What follows belongs to an exercise in optimizing a design on an open flow for a short achievable clock period; a production flow would make more cautious choices. Only simulation tests tie the RTL to the original design; equivalence was not proved. Power is estimated from default activity; no workload was simulated.

==> flow/design.v (excerpt) <==
module LEGLiteSingle(
	iaddr,		 
	daddr,		 
	dwrite,		 
	dread,		 
	dwdata,		 
	alu_out,	 
	clock,
	idata,		 
	ddata,		 
	reset,
	probe
	);
clock: 8.5 ns
lec_check: 0
abc_clock_period_in_ps: 10
cap_margin: 20
core_margin: 2
core_utilization: 40
setup_slack_margin: 5
slew_margin: 20
tns_end_percent: 100
run.sh (not shown) runs the stock make flow with config.mk's settings and CLKGATE_MAP_FILE= SYNTH_SCRIPT=/design/flow/synth_recipe.tcl, a recipe that flattens the netlist after the stock synthesis.
The starting point completed without violations.
Next try:
ABC_CLOCK_PERIOD_IN_PS = not set   (was 10)
SETUP_SLACK_MARGIN = 2.0   (was 5)
TNS_END_PERCENT = not set   (was 100)
What happened: Worst setup slack is better by 0.12 ns; design area shrinks by 13%; non-clock buffer count fell by 157; die area does not change; sequential cell count is unchanged.
Next try:
==> flow/flow/run.sh (new file) <==
#!/bin/bash
# The standard layout, with yosys's full/half adder extraction turned
# off so that abc maps the adders itself.
bash standard.sh ADDER_MAP_FILE= finish > standard.log 2>&1
==> flow/standard.sh (new file) <==
#!/bin/bash
# synth_recipe.tcl (not shown) runs the flow's synth.tcl, then flattens the netlist and writes it again
# the make line also repeats each setting of config.mk as NAME=value (left out here)
make -C /OpenROAD-flow-scripts/flow DESIGN_CONFIG=/design/flow/config.mk WORK_HOME=/design/flow/orfs CLKGATE_MAP_FILE= SYNTH_SCRIPT=/design/flow/synth_recipe.tcl "${@:-finish}"
removed: flow/run.sh
The new run finished with timing, DRC and antenna clean.
Worst setup slack gets worse by 0.22 ns.
Synthesized cell count falls slightly.
Wire length increases slightly.
Critical path depth goes down by 6.
Sequential power goes up by a few percent.
Power is lower by a few percent.
Register-to-register slack gets better by 0.57 ns.
Non-clock buffer count is higher by 9.
Clock skew goes down by 0.0060 ns.
Worst hold slack is worse by 0.032 ns.
Via count is about the same.


Setup of west:
LEGLiteSingle, a different RTL version from the one above (not shown whole).
Size in the first run: about 130 flip-flops, about 120 I/O pins, ~15000 µm² of cells after synthesis.
clock: 8.5 ns
lec_check: 0
cap_margin: 20
core_margin: 2
core_utilization: 40
setup_slack_margin: 3.0
slew_margin: 20
standard.sh (not shown) runs the stock make flow with config.mk's settings and CLKGATE_MAP_FILE= SYNTH_SCRIPT=/design/flow/synth_recipe.tcl, a recipe that flattens the netlist after the stock synthesis.
==> flow/flow/run.sh <==
#!/bin/bash
# The standard layout with three synthesis changes, all for speed:
#  - no yosys full/half adder extraction (ADDER_MAP_FILE empty), so abc maps
#    the adders itself;
#  - abc maps with flow/abc_speed.script, which adds two rounds of the
#    classic delay mapper (dch; map) to ORFS's speed script; the ORFS scripts
#    folder is mirrored with links in ./scripts_abc with only that file replaced;
#  - slow cells added to the platform's don't-use list: the non-inverting
#    complex gates (and4, or4, mux2, maj3, a221o, ...), so abc builds the logic
#    from faster inverting gates, and the delay cells (clkdlybuf4s*, dlygate*,
#    dlymetal*), which the resizer would otherwise pick as port buffers.
PLATFORM_DONT_USE="sky130_fd_sc_hd__probe_p_8 sky130_fd_sc_hd__probec_p_8 sky130_fd_sc_hd__lpflow_bleeder_1 sky130_fd_sc_hd__lpflow_clkbufkapwr_1 sky130_fd_sc_hd__lpflow_clkbufkapwr_16 sky130_fd_sc_hd__lpflow_clkbufkapwr_2 sky130_fd_sc_hd__lpflow_clkbufkapwr_4 sky130_fd_sc_hd__lpflow_clkbufkapwr_8 sky130_fd_sc_hd__lpflow_clkinvkapwr_1 sky130_fd_sc_hd__lpflow_clkinvkapwr_16 sky130_fd_sc_hd__lpflow_clkinvkapwr_2 sky130_fd_sc_hd__lpflow_clkinvkapwr_4 sky130_fd_sc_hd__lpflow_clkinvkapwr_8 sky130_fd_sc_hd__lpflow_decapkapwr_12 sky130_fd_sc_hd__lpflow_decapkapwr_3 sky130_fd_sc_hd__lpflow_decapkapwr_4 sky130_fd_sc_hd__lpflow_decapkapwr_6 sky130_fd_sc_hd__lpflow_decapkapwr_8 sky130_fd_sc_hd__lpflow_inputiso0n_1 sky130_fd_sc_hd__lpflow_inputiso0p_1 sky130_fd_sc_hd__lpflow_inputiso1n_1 sky130_fd_sc_hd__lpflow_inputiso1p_1 sky130_fd_sc_hd__lpflow_inputisolatch_1 sky130_fd_sc_hd__lpflow_isobufsrc_1 sky130_fd_sc_hd__lpflow_isobufsrc_16 sky130_fd_sc_hd__lpflow_isobufsrc_2 sky130_fd_sc_hd__lpflow_isobufsrc_4 sky130_fd_sc_hd__lpflow_isobufsrc_8 sky130_fd_sc_hd__lpflow_isobufsrckapwr_16 sky130_fd_sc_hd__lpflow_lsbuf_lh_hl_isowell_tap_1 sky130_fd_sc_hd__lpflow_lsbuf_lh_hl_isowell_tap_2 sky130_fd_sc_hd__lpflow_lsbuf_lh_hl_isowell_tap_4 sky130_fd_sc_hd__lpflow_lsbuf_lh_isowell_4 sky130_fd_sc_hd__lpflow_lsbuf_lh_isowell_tap_1 sky130_fd_sc_hd__lpflow_lsbuf_lh_isowell_tap_2 sky130_fd_sc_hd__lpflow_lsbuf_lh_isowell_tap_4"
SLOW_CELLS="sky130_fd_sc_hd__a2111o_1 sky130_fd_sc_hd__a2111o_2 sky130_fd_sc_hd__a2111o_4 sky130_fd_sc_hd__a2111oi_0 sky130_fd_sc_hd__a2111oi_1 sky130_fd_sc_hd__a2111oi_2 sky130_fd_sc_hd__a2111oi_4 sky130_fd_sc_hd__a211o_1 sky130_fd_sc_hd__a211o_2 sky130_fd_sc_hd__a211o_4 sky130_fd_sc_hd__a211oi_1 sky130_fd_sc_hd__a211oi_2 sky130_fd_sc_hd__a211oi_4 sky130_fd_sc_hd__a21boi_0 sky130_fd_sc_hd__a21boi_1 sky130_fd_sc_hd__a21boi_2 sky130_fd_sc_hd__a21boi_4 sky130_fd_sc_hd__a221o_1 sky130_fd_sc_hd__a221o_2 sky130_fd_sc_hd__a221o_4 sky130_fd_sc_hd__a221oi_1 sky130_fd_sc_hd__a221oi_2 sky130_fd_sc_hd__a221oi_4 sky130_fd_sc_hd__a222oi_1 sky130_fd_sc_hd__a2bb2o_1 sky130_fd_sc_hd__a2bb2o_2 sky130_fd_sc_hd__a2bb2o_4 sky130_fd_sc_hd__a2bb2oi_1 sky130_fd_sc_hd__a2bb2oi_2 sky130_fd_sc_hd__a2bb2oi_4 sky130_fd_sc_hd__a311o_1 sky130_fd_sc_hd__a311o_2 sky130_fd_sc_hd__a311o_4 sky130_fd_sc_hd__a311oi_1 sky130_fd_sc_hd__a311oi_2 sky130_fd_sc_hd__a311oi_4 sky130_fd_sc_hd__a32o_1 sky130_fd_sc_hd__a32o_2 sky130_fd_sc_hd__a32o_4 sky130_fd_sc_hd__a32oi_1 sky130_fd_sc_hd__a32oi_2 sky130_fd_sc_hd__a32oi_4 sky130_fd_sc_hd__a41o_1 sky130_fd_sc_hd__a41o_2 sky130_fd_sc_hd__a41o_4 sky130_fd_sc_hd__a41oi_1 sky130_fd_sc_hd__a41oi_2 sky130_fd_sc_hd__a41oi_4 sky130_fd_sc_hd__and3b_1 sky130_fd_sc_hd__and3b_2 sky130_fd_sc_hd__and3b_4 sky130_fd_sc_hd__and4_1 sky130_fd_sc_hd__and4_2 sky130_fd_sc_hd__and4_4 sky130_fd_sc_hd__and4b_1 sky130_fd_sc_hd__and4b_2 sky130_fd_sc_hd__and4b_4 sky130_fd_sc_hd__and4bb_1 sky130_fd_sc_hd__and4bb_2 sky130_fd_sc_hd__and4bb_4 sky130_fd_sc_hd__maj3_1 sky130_fd_sc_hd__maj3_2 sky130_fd_sc_hd__maj3_4 sky130_fd_sc_hd__mux2_1 sky130_fd_sc_hd__mux2_2 sky130_fd_sc_hd__mux2_4 sky130_fd_sc_hd__mux2_8 sky130_fd_sc_hd__mux2i_1 sky130_fd_sc_hd__mux2i_2 sky130_fd_sc_hd__mux2i_4 sky130_fd_sc_hd__mux4_1 sky130_fd_sc_hd__mux4_2 sky130_fd_sc_hd__mux4_4 sky130_fd_sc_hd__nor4_1 sky130_fd_sc_hd__nor4_2 sky130_fd_sc_hd__nor4_4 sky130_fd_sc_hd__nor4b_1 sky130_fd_sc_hd__nor4b_2 sky130_fd_sc_hd__nor4b_4 sky130_fd_sc_hd__nor4bb_1 sky130_fd_sc_hd__nor4bb_2 sky130_fd_sc_hd__nor4bb_4 sky130_fd_sc_hd__o2111a_1 sky130_fd_sc_hd__o2111a_2 sky130_fd_sc_hd__o2111a_4 sky130_fd_sc_hd__o2111ai_1 sky130_fd_sc_hd__o2111ai_2 sky130_fd_sc_hd__o2111ai_4 sky130_fd_sc_hd__o211a_1 sky130_fd_sc_hd__o211a_2 sky130_fd_sc_hd__o211a_4 sky130_fd_sc_hd__o211ai_1 sky130_fd_sc_hd__o211ai_2 sky130_fd_sc_hd__o211ai_4 sky130_fd_sc_hd__o21ba_1 sky130_fd_sc_hd__o21ba_2 sky130_fd_sc_hd__o21ba_4 sky130_fd_sc_hd__o21bai_1 sky130_fd_sc_hd__o21bai_2 sky130_fd_sc_hd__o21bai_4 sky130_fd_sc_hd__o221a_1 sky130_fd_sc_hd__o221a_2 sky130_fd_sc_hd__o221a_4 sky130_fd_sc_hd__o221ai_1 sky130_fd_sc_hd__o221ai_2 sky130_fd_sc_hd__o221ai_4 sky130_fd_sc_hd__o2bb2a_1 sky130_fd_sc_hd__o2bb2a_2 sky130_fd_sc_hd__o2bb2a_4 sky130_fd_sc_hd__o2bb2ai_1 sky130_fd_sc_hd__o2bb2ai_2 sky130_fd_sc_hd__o2bb2ai_4 sky130_fd_sc_hd__o311a_1 sky130_fd_sc_hd__o311a_2 sky130_fd_sc_hd__o311a_4 sky130_fd_sc_hd__o311ai_0 sky130_fd_sc_hd__o311ai_1 sky130_fd_sc_hd__o311ai_2 sky130_fd_sc_hd__o311ai_4 sky130_fd_sc_hd__o32a_1 sky130_fd_sc_hd__o32a_2 sky130_fd_sc_hd__o32a_4 sky130_fd_sc_hd__o32ai_1 sky130_fd_sc_hd__o32ai_2 sky130_fd_sc_hd__o32ai_4 sky130_fd_sc_hd__o41a_1 sky130_fd_sc_hd__o41a_2 sky130_fd_sc_hd__o41a_4 sky130_fd_sc_hd__o41ai_1 sky130_fd_sc_hd__o41ai_2 sky130_fd_sc_hd__o41ai_4 sky130_fd_sc_hd__or2b_1 sky130_fd_sc_hd__or2b_2 sky130_fd_sc_hd__or2b_4 sky130_fd_sc_hd__or3_1 sky130_fd_sc_hd__or3_2 sky130_fd_sc_hd__or3_4 sky130_fd_sc_hd__or3b_1 sky130_fd_sc_hd__or3b_2 sky130_fd_sc_hd__or3b_4 sky130_fd_sc_hd__or4_1 sky130_fd_sc_hd__or4_2 sky130_fd_sc_hd__or4_4 sky130_fd_sc_hd__or4b_1 sky130_fd_sc_hd__or4b_2 sky130_fd_sc_hd__or4b_4 sky130_fd_sc_hd__or4bb_1 sky130_fd_sc_hd__or4bb_2 sky130_fd_sc_hd__or4bb_4 sky130_fd_sc_hd__xnor3_1 sky130_fd_sc_hd__xnor3_2 sky130_fd_sc_hd__xnor3_4 sky130_fd_sc_hd__xor3_1 sky130_fd_sc_hd__xor3_2 sky130_fd_sc_hd__xor3_4 sky130_fd_sc_hd__clkdlybuf4s15_1 sky130_fd_sc_hd__clkdlybuf4s15_2 sky130_fd_sc_hd__clkdlybuf4s18_1 sky130_fd_sc_hd__clkdlybuf4s18_2 sky130_fd_sc_hd__clkdlybuf4s25_1 sky130_fd_sc_hd__clkdlybuf4s25_2 sky130_fd_sc_hd__clkdlybuf4s50_1 sky130_fd_sc_hd__clkdlybuf4s50_2 sky130_fd_sc_hd__dlygate4sd1_1 sky130_fd_sc_hd__dlygate4sd2_1 sky130_fd_sc_hd__dlygate4sd3_1 sky130_fd_sc_hd__dlymetal6s2s_1 sky130_fd_sc_hd__dlymetal6s4s_1 sky130_fd_sc_hd__dlymetal6s6s_1"
rm -rf scripts_abc
mkdir scripts_abc
for f in "$FLOW_HOME"/scripts/*; do ln -s "$f" scripts_abc/; done
rm scripts_abc/abc_speed.script
cp flow/abc_speed.script scripts_abc/abc_speed.script
bash standard.sh SCRIPTS_DIR=$PWD/scripts_abc ADDER_MAP_FILE= "DONT_USE_CELLS=$PLATFORM_DONT_USE $SLOW_CELLS" finish > standard.log 2>&1
Other scripts of this flow, unchanged in this note and not shown: flow/flow/abc_speed.script
diff inputs: west => south
- swapping 3.0 for 4.0 in SETUP_SLACK_MARGIN
--- outcome ---
- south ended with every stage complete and zero timing, DRC or antenna violations.
- south vs west: routed wire length up
- Going from west to south, final worst-path cycle share now sits higher; pin count of the biggest net entering global routing moved down; starting density of the core saw little to no change; total power climbed about 4.3%.
- Re number of detailed-routing iterations run before antenna repair: no difference whatsoever between south and west.
- Logic depth of the worst register-to-register path for south: 16 up relative to west
- Run comparison: west beginning of the critical path idata[6]; south beginning of the critical path idata[4]
- Via count in south is 648 above west.

-- afterwards: timing with drivers on the ports --
No port has a modelled driver above. Below, the same layouts with a new extraction and two added sets of constraints.
Step 1: set_driving_cell puts a clkbuf_16 on clock and a buf_2 on each other input, an assumption about the parent block.
Step 2, shift: input delay + t, output delay - t, t = (earliest + latest rising clock arrival at the registers) / 2. This alone moves slack from input paths to output paths.
Three values: ideal, step 1, step 2; two values: the first two.
run | shift t [ns] | slack for setup (ns) | slew at the worst register clock pin (ns) | worst slew at a driven data input, ns | cell pins on the clock port's net
the first run of note 1 | 0.510 | 1.591 / 1.356 / 1.356 | 0.07 / 0.07 | 0.28 | 1
the second run of note 1 | 0.518 | 1.708 / 1.566 / 1.207 | 0.08 / 0.08 | 0.19 | 1
the third run of note 1 | 0.496 | 1.484 / 1.401 / 1.401 | 0.07 / 0.07 | 0.08 | 1
west | 0.504 | 2.556 / 2.354 / 2.354 | 0.07 / 0.07 | 0.23 | 1
south | 0.496 | 2.511 / 2.323 / 2.195 | 0.07 / 0.07 | 0.26 | 1
After both steps every run listed still meets setup and hold. For the second run of note 1, which loses most, drivers alone change the setup slack by -0.142 ns; drivers and shift together by -0.501 ns.
